Context: an optimization exercise on an open-source flow, tuned for small area and a short achievable clock period. The choices shown serve that exercise and are no tape-out recipe. Where RTL was checked, it was by simulation tests only, not by an equivalence proof against the original.

Design axi_slave, start of the top module:
module axi_slave #(
    parameter AXI_ID_WD   = 2,
    parameter AXI_DATA_WD = 32,
    parameter AXI_ADDR_WD = 32,
    parameter AXI_STRB_WD = 4
    )(
    input                      S_AXI_ACLK,
    input                      S_AXI_ARESETN,
    input  [AXI_ADDR_WD-1 : 0] S_AXI_AWADDR,
    input  [AXI_ID_WD-1   : 0] S_AXI_AWID,
    input  [1 : 0]             S_AXI_AWBURST,
    input  [2 : 0]             S_AXI_AWSIZE,
    input  [7 : 0]             S_AXI_AWLEN,
    input                      S_AXI_AWVALID,
    output                     S_AXI_AWREADY,
    input  [AXI_DATA_WD-1 : 0] S_AXI_WDATA,
    input  [AXI_STRB_WD-1 : 0] S_AXI_WSTRB,
    input                      S_AXI_WLAST,
    input                      S_AXI_WVALID,
    output                     S_AXI_WREADY,
    output [AXI_ID_WD-1   : 0] S_AXI_BID,
    output [1 : 0]             S_AXI_BRESP,
    output                     S_AXI_BVALID,
    input                      S_AXI_BREADY,
    input  [AXI_ADDR_WD-1 : 0] S_AXI_ARADDR,
    input  [AXI_ID_WD-1   : 0] S_AXI_ARID,
    input  [1 : 0]             S_AXI_ARBURST,
    input  [2 : 0]             S_AXI_ARSIZE,
    input  [7 : 0]             S_AXI_ARLEN,
    input                      S_AXI_ARVALID,
    output                     S_AXI_ARREADY,
    output [AXI_DATA_WD-1 : 0] S_AXI_RDATA,
    output                     S_AXI_RLAST,
    output [AXI_ID_WD-1   : 0] S_AXI_RID,
    output [1 : 0]             S_AXI_RRESP,
    output                     S_AXI_RVALID,
    input                      S_AXI_RREADY
  ...
Size: roughly 5200 cells after synthesis, ~2200 flip-flops, about 180 I/O pins, roughly 87000 µm² of cells after synthesis.
Settings: LEC_CHECK=0, CAP_MARGIN=20, CELL_PAD_IN_SITES_DETAIL_PLACEMENT=2, CELL_PAD_IN_SITES_GLOBAL_PLACEMENT=4, CORE_MARGIN=2, CORE_UTILIZATION=40, CTS_CLUSTER_DIAMETER=70, CTS_CLUSTER_SIZE=24, PLACE_DENSITY=0.6, SETUP_SLACK_MARGIN=5, SLEW_MARGIN=20, SYNTH_HIERARCHICAL=1, SYNTH_MINIMUM_KEEP_SIZE=0, TNS_END_PERCENT=20; clock period 10.0 ns.
standard.sh (not shown) runs the stock make flow with config.mk's settings and CLKGATE_MAP_FILE= SYNTH_SCRIPT=/design/flow/synth_recipe.tcl, a recipe that flattens the netlist after the stock synthesis.
==> flow/flow/run.sh <==
#!/bin/bash
set -euo pipefail
bash standard.sh SETUP_SLACK_MARGIN=6.5 "BUFFER_PORTS_ARGS=-buffer_cell sky130_fd_sc_hd__buf_2" finish > flow_make.log 2>&1
Change:
--- a/flow/design.v
+++ b/flow/design.v
@@ -77,24 +77,25 @@
     output [AXI_ID_WD-1   : 0] S_AXI_RID,
     output [1 : 0]             S_AXI_RRESP,
     output                     S_AXI_RVALID,
     input                      S_AXI_RREADY
     );
     localparam IW = AXI_ID_WD;
     reg            axi_awready;
     reg            axi_wready;
     reg [IW-1 : 0] axi_bid;
     reg            axi_bvalid;
     reg            bvalid_r;
     reg            axi_arready;
+    reg [31 : 0]   axi_rdata;
     reg            axi_rlast;
     reg [IW-1 : 0] axi_rid;
     reg            axi_rvalid;
     reg [7 : 0]    cur_rlen;
     wire awfire = S_AXI_AWVALID && axi_awready;
     wire wfire  = S_AXI_WVALID  && axi_wready;
     wire arfire = S_AXI_ARVALID && axi_arready;
     wire rfire  = axi_rvalid    && S_AXI_RREADY;
     wire b_pend = axi_bvalid    && !S_AXI_BREADY;
     reg [7 : 0]    awaddr;
     reg [IW-1 : 0] awid;
     reg            aw_nf;
@@ -260,29 +261,24 @@
         if (!S_AXI_ARESETN)
             axi_rlast <= 1'b0;
         else if (axi_arready)
             axi_rlast <= (S_AXI_ARLEN == 8'd0);
         else if (rfire)
             axi_rlast <= (cur_rlen == 8'd1);
     end
     wire [3 : 0] sh_in, sh_a, sh_n;
     wire [3 : 0] sh = axi_arready ? sh_in : S_AXI_RREADY ? sh_n : sh_a;
     assign sh_in = 4'd1 << S_AXI_ARADDR[1 : 0];
     assign sh_a  = 4'd1 << araddr[1 : 0];
     assign sh_n  = 4'd1 << rnext[1 : 0];
-    reg  [3 : 0]  sh_q;      
-    reg  [31 : 0] rd_q;      
-    always @(posedge S_AXI_ACLK) begin
-        sh_q <= sh;
-    end
     wire [31 : 0] rd_all;
     wire [3 : 0]  hit;
     wire [31 : 0] wdat_all;
     wire [7 : 0] in_p = axi_arready ? 8'd1 << S_AXI_ARADDR[4 : 2] : 8'd0;
     wire [7 : 0] in_q = axi_arready ? 8'd1 << S_AXI_ARADDR[7 : 5] : 8'd0;
     wire sel_a = !axi_arready && !S_AXI_RREADY;
     wire sel_n = !axi_arready && S_AXI_RREADY;
     wire [23 : 0] w_rows;
     bank_rows u_wrows (.a(awaddr), .rows(w_rows));
     genvar b, r, j, i;
     generate
         for (b = 0; b < 4; b = b + 1) begin : g_bank
@@ -315,56 +311,78 @@
                 assign q[r*8 +: 8] = m;
             end
             for (j = 0; j < 8; j = j + 1) begin : g_bit
                 wire [63 : 0] col;
                 for (r = 0; r < 64; r = r + 1) begin : g_col
                     assign col[r] = q[r*8 + j];
                 end
                 mux64_oh u_mux (.d(col), .hi(rhi), .lo(rlo), .y(rd_all[b*8 + j]));
             end
             assign hit[b] = wen && (|(whi & rhi)) && (|(wlo & rlo));
             assign wdat_all[b*8 +: 8] = wdat;
         end
-        for (b = 0; b < 4; b = b + 1) begin : g_bq
-            always @(posedge S_AXI_ACLK) begin
-                rd_q[b*8 +: 8] <= hit[b] ? wdat_all[b*8 +: 8] : rd_all[b*8 +: 8];
-            end
-        end
         for (i = 0; i < 4; i = i + 1) begin : g_lane
             wire [3 : 0] rot;
             for (b = 0; b < 4; b = b + 1) begin : g_rot
-                assign rot[b] = sh_q[(b - i) & 3];
+                assign rot[b] = sh[(b - i) & 3];
             end
+            wire [3 : 0] gm = rot & ~hit;
+            wire [3 : 0] gw = rot & hit;
             for (j = 0; j < 8; j = j + 1) begin : g_bit
-                assign S_AXI_RDATA[i*8 + j] = |(rot & {rd_q[24 + j], rd_q[16 + j], rd_q[8 + j], rd_q[j]});
+                wire wb = |(gw & {wdat_all[24 + j], wdat_all[16 + j], wdat_all[8 + j], wdat_all[j]});
+                wire y;
+                lane_sel u_sel (.g(gm), .d({rd_all[24 + j], rd_all[16 + j], rd_all[8 + j], rd_all[j]}),
+                                .wb_n(!wb), .y(y));
+                always @(posedge S_AXI_ACLK) begin
+                    axi_rdata[i*8 + j] <= y;
+                end
             end
         end
     endgenerate
     assign S_AXI_ARREADY = axi_arready;
     assign S_AXI_RVALID  = axi_rvalid;
+    assign S_AXI_RDATA   = axi_rdata;
     assign S_AXI_RLAST   = axi_rlast;
     assign S_AXI_RID     = axi_rid;
     assign S_AXI_RRESP   = 2'b00;
 endmodule
 module bank_rows (
     input  [7 : 0]  a,
     output [23 : 0] rows
     );
     genvar b;
     generate
         for (b = 0; b < 4; b = b + 1) begin : g_b
             assign rows[b*6 +: 6] = a[7 : 2] + (a[1 : 0] > b);
         end
     endgenerate
 endmodule
+module lane_sel (
+    input  [3 : 0] g,
+    input  [3 : 0] d,
+    input          wb_n,
+    output         y
+    );
+    wire n0, n1;
+    aoi22 u0 (.a(d[1 : 0]), .s(g[1 : 0]), .y(n0));
+    aoi22 u1 (.a(d[3 : 2]), .s(g[3 : 2]), .y(n1));
+    assign y = !(n0 & n1 & wb_n);
+endmodule
+module aoi22 (
+    input  [1 : 0] a,
+    input  [1 : 0] s,
+    output         y
+    );
+    assign y = !((a[0] & s[0]) | (a[1] & s[1]));
+endmodule
 module line_sel #(
     parameter B = 0
     )(
     input  [1 : 0] a_lo,
     input  [7 : 0] p,
     input  [7 : 0] q,
     input          sel_a,
     input  [7 : 0] lo_a,
     input  [7 : 0] hi_a,
     input          sel_n,
     input  [7 : 0] lo_n,
     input  [7 : 0] hi_n,
The new run completed with no timing, DRC or antenna violations.
Utilization fell by 0.84 points.
Die area rose by about 1.2%.
Wire length rose by 2.6%.
Worst setup slack gets worse by 0.21 ns.
Clock-buffer cell count fell by 11.
Non-clock buffer count rose by 21.
Sequential share of layout area rose by 0.22 points.
Global-route usage rose by 0.93 points.
Final area fell by 0.52%.
Area after synthesis rose by about 1.2%.
Register-to-register slack gets worse by 0.06 ns.
Critical path depth rose by 4.
Sequential cell count fell by 4.
Cell count rose by 2.0%.
No functional check of the RTL was part of the second run of this note.

-- what the ideal ports hide --
The flow's constraints put no driver on any port. The routed layouts listed below were extracted and timed again, unchanged, in two steps.
Step 1 (the two cells are an assumption about what drives the block):
set clk [get_ports {S_AXI_ACLK}]
set_driving_cell -lib_cell sky130_fd_sc_hd__clkbuf_16 $clk
set_driving_cell -lib_cell sky130_fd_sc_hd__buf_2 [delete_from_list [all_inputs] $clk]
Step 2 moves the port delays by t, midway between the first and last clock arrival at a register: inputs arrive t later, outputs are due t later. That takes back most of the time a late clock gives input paths.
a / b / c = ideal / step 1 / step 2; a / b = the first two.
| run | shift t [ns] | slack for setup (ns) | hold slack, ns | worst setup path at the end | worst data-port slew with drivers (ns) |
|---|---|---|---|---|---|
| the first run | 0.907 | 5.846 / 5.780 / 4.872 | 0.431 / 0.431 / 0.431 | input to register | 0.31 |
| the second run | 0.907 | 5.641 / 5.677 / 4.770 | 0.423 / 0.423 / 0.423 | input to register | 0.14 |
After both steps every run listed still meets setup and hold. The setup slack of the first run, which loses most, moves by -0.066 ns with the drivers and by -0.974 ns with both steps.
